Source: an optimization exercise on an open RTL-to-GDS flow (aim: small area, a short achievable clock period and few clock cycles). Production flows keep margins and buffers that such runs may drop. The RTL was checked by simulation tests, not by an equivalence proof against the original design. No activity file was given, so power comes from the tool's default toggle rates.

== onyx ==
==> flow/design.v (excerpt) <==
module cpu(clk,reset,N,V,Z, mem_cmd, mem_addr, read_data, write_data);
    input clk, reset;
    input [15:0] read_data;
    output [15:0] write_data;
    output Z, V, N;
    output [8:0] mem_addr;
    output [1:0] mem_cmd;
    localparam [1:0] C_NONE = 2'b00, C_WRITE = 2'b01, C_READ = 2'b10;
    reg [127:0] R;               
    reg        halted;
    reg [1:0]  cmd;              
    reg [8:0]  maddr;            
    reg [15:0] wdata;            
    reg        isf;              
    reg [7:0]  fpc;              
    reg        fv;               
    reg        ldm_v, ldw_v;     
    reg [2:0]  ldm_rd, ldw_rd;
    reg        ldw_kill;         
    reg        fN, fV, fZ;
    assign mem_cmd = cmd;
    assign mem_addr = maddr;
    assign write_data = wdata;
    assign N = fN;
    assign V = fV;
    assign Z = fZ;
    reg [15:0] IR;
    reg        irv;
    reg [2:0]  bidx;             
    wire [2:0] op = IR[15:13];
    wire [1:0] alu = IR[12:11];
    wire [2:0] rn = IR[10:8];
    wire [2:0] rd = IR[7:5];
    wire [1:0] sh = IR[4:3];
    wire [2:0] rm = IR[2:0];
    wire i_ldr  = ~op[2];
    wire i_str  = op[2] & ~op[1] & ~op[0];
    wire i_alu  = op[2] & ~op[1] & op[0];
    wire i_mov  = op[2] & op[1] & ~op[0];
    wire i_halt = op[2] & op[1] & op[0];
    wire i_movi = i_mov & alu[1];
    wire i_cmp  = i_alu & (alu == 2'b01);
    wire i_add  = i_alu & (alu == 2'b00);
    wire i_and  = i_alu & (alu == 2'b10);
    wire i_mvn  = i_alu & (alu == 2'b11);
    wire i_wr   = i_mov | (i_alu & (alu != 2'b01));
    wire [2:0] dst = i_movi ? rn : rd;
    wire use_rn = i_ldr | i_str | (i_alu & (alu != 2'b11));
    wire use_rm = i_alu | (i_mov & ~alu[1]);
    wire use_rd = i_str;
    reg [15:0] A, B;
    reg        xv;
    reg [2:0]  xop;
    wire x_wr   = ~xop[2];
    wire x_cmp  = xop == 3'b100;
    wire x_ldr  = xop == 3'b101;
  ...
For scale: roughly 1,400 cells after synthesis, ~48 I/O pins.
clock: 7.0 ns
lec_check: 0
abc_area: 1
cap_margin: 20
core_margin: 2
core_utilization: 65
cts_cluster_diameter: 100
cts_cluster_size: 24
place_density: 0.85
setup_slack_margin: 4.25
slew_margin: 20
run.sh (not shown) runs the stock make flow with config.mk's settings and CLKGATE_MAP_FILE= SYNTH_SCRIPT=/design/flow/synth_recipe.tcl, a recipe that flattens the netlist after the stock synthesis.
onyx finished end to end and its layout was clean on timing, DRC and antenna.
Testbench counts of onyx, summed over its fixed seeds: cycles 17,825.
### onyx -> raven
Settings: PLACE_DENSITY: 0.85 -> unset; CORE_UTILIZATION: 65 -> 40.
The final reports for raven and onyx show routed via count lower in the former.
raven vs onyx, number of cells on the worst reg-to-reg path went up by 2.
In the tables for onyx and raven, final critical-path share of the clock period reads higher with onyx.
The combined area of the multi-input logic cells of onyx and that of raven are within noise of each other.
raven reached the final stage; the timing, DRC and antenna checks on its layout passed.
[compare] base=onyx new=raven: design area went up 0.87%, total negative slack roughly the same, share of total power in sequential cells has remained practically unchanged, setup slack saw an increase.

========
cpu, a different RTL version from the one above (not shown whole).
Size: roughly 1400 cells after synthesis, roughly 240 flip-flops, roughly 48 I/O pins, roughly 13000 µm² of cells after synthesis.
export LEC_CHECK = 0
export ABC_AREA = 1
export CAP_MARGIN = 20
export CORE_MARGIN = 2
export CORE_UTILIZATION = 40
export SETUP_SLACK_MARGIN = 4.5
export SLEW_MARGIN = 20
create_clock -name core_clock -period 7.0 [get_ports {clk}]
The first run finished clean.
Testbench counts at the start, summed over its fixed seeds: cycles 17,825.
Rerun with:
- SETUP_SLACK_MARGIN: 4.5 -> 3.5
=>
- count of clock-buffer cells in the layout shrinks by 8
- hold slack is worse by 7.3 ps
- final area fell by 13%
- synthesized cell count does not change
- die area stays the same
- final cell count came out lower by 6.8%
Rerun with:
- CTS_CLUSTER_DIAMETER: default -> 100
- CTS_CLUSTER_SIZE: default -> 24
- SETUP_SLACK_MARGIN: 3.5 -> 4.5
What happened: Wire length came out higher by 10%. Clock power came out lower by 42%. Worst setup slack improved by 610 ps. Cell area came out higher by 13%. Count of clock-buffer cells in the layout came out lower by 13. Cell count came out higher by 5.8%. First-iteration DRC count came out higher by 4.7%. Sequential share of layout area came out lower by 5.1 points.
Rerun with:
- SETUP_SLACK_MARGIN: 4.5 -> 4.0
What happened: Non-clock buffer count is lower by 93. Via count is lower by 6.8%. Final area is lower by 11%. Global-route usage is lower by 1.9 points. Hold slack gets better by 17 ps. Register-to-register slack gets worse by 360 ps. Worst setup slack gets worse by 360 ps. Synthesized cell count does not change. Routed wire length is lower by 7.9%.

========
## job 2467
cpu, a different RTL version from the one above (not shown whole).
For scale: about 1200 cells after synthesis, roughly 260 flip-flops, about 48 I/O pins, roughly 14000 um2 of cells after synthesis.
## cpu
module cpu(clk,reset,N,V,Z, mem_cmd, mem_addr, read_data, write_data);
export LEC_CHECK = 0
export CAP_MARGIN = 20
export CORE_MARGIN = 2
export CORE_UTILIZATION = 40
export SETUP_SLACK_MARGIN = 4.5
export SLEW_MARGIN = 20
create_clock -name core_clock -period 7.0 [get_ports {clk}]
Having completed the whole flow, job 2467 delivered a layout that passed the timing, DRC and antenna checks.
Testbench counts of job 2467, summed over its fixed seeds: cycles 17,817.
#### Input delta (job 7200 over job 2467)
Settings: SETUP_SLACK_MARGIN now 3.5, was 4.5.
[summary]
From job 2467 to job 7200, final count of hold timing violations did not move at all. NOTE fmax job 2467->job 7200 decreased by more than 10%. Job 7200 gives less number of buffers other than clock buffers in the final layout than job 2467 did. Changes observed in job 7200 relative to job 2467: critical path depth moved down, global-route usage decreased by 1.7 points relative to the old numbers, portion of total power attributed to combinational logic down 6.7 points. Total setup buffers inserted after CTS was higher in the run labelled job 2467. Changes observed in job 7200 relative to job 2467: clock input transition at the sequential cells of the worst setup and hold paths comparable, post-route non-filler standard cell count shows a reduction of 97.

==> re-timing with driven ports <==
The flow's constraints put no driver on any port. The routed layouts listed below were extracted and timed again, unchanged, in two steps.
Step 1 assumes that a clkbuf_16 drives the clock port and a buf_2 every other input.
Step 2 also shifts input and output timing later by t, the mid clock arrival at the registers, as if the neighbouring blocks saw the same clock.
Three values: ideal, step 1, step 2; two values: the first two.
| run | shift t [ns] | slack for setup (ns) | worst setup path at the end | latest minus earliest clock arrival (ns) | pins driven straight from the clock port |
|---|---|---|---|---|---|
| onyx | 0.532 | 4.254 / 4.254 / 3.914 | input to register | 0.037 / 0.037 | 1 |
| raven | 0.533 | 4.295 / 4.246 / 3.920 | input to register | 0.024 / 0.024 | 1 |
| the first run of note 2 | 0.592 | 4.410 / 4.410 / 4.137 | input to register | 0.029 / 0.028 | 1 |
| the second run of note 2 | 0.589 | 3.749 / 3.749 / 3.749 | register to register | 0.013 / 0.013 | 1 |
| the third run of note 2 | 0.542 | 4.359 / 4.359 / 4.148 | input to register | 0.024 / 0.024 | 1 |
| the fourth run of note 2 | 0.541 | 3.998 / 3.998 / 3.873 | input to register | 0.035 / 0.034 | 1 |
| job 2467 | 0.609 | 4.032 / 4.032 / 3.672 | input to register | 0.024 / 0.024 | 1 |
| job 7200 | 0.606 | 3.674 / 3.674 / 3.451 | input to register | 0.034 / 0.034 | 1 |
After both steps every run listed still meets setup and hold. The setup slack of raven, which loses most, moves by -0.049 ns with the drivers and by -0.375 ns with both steps.
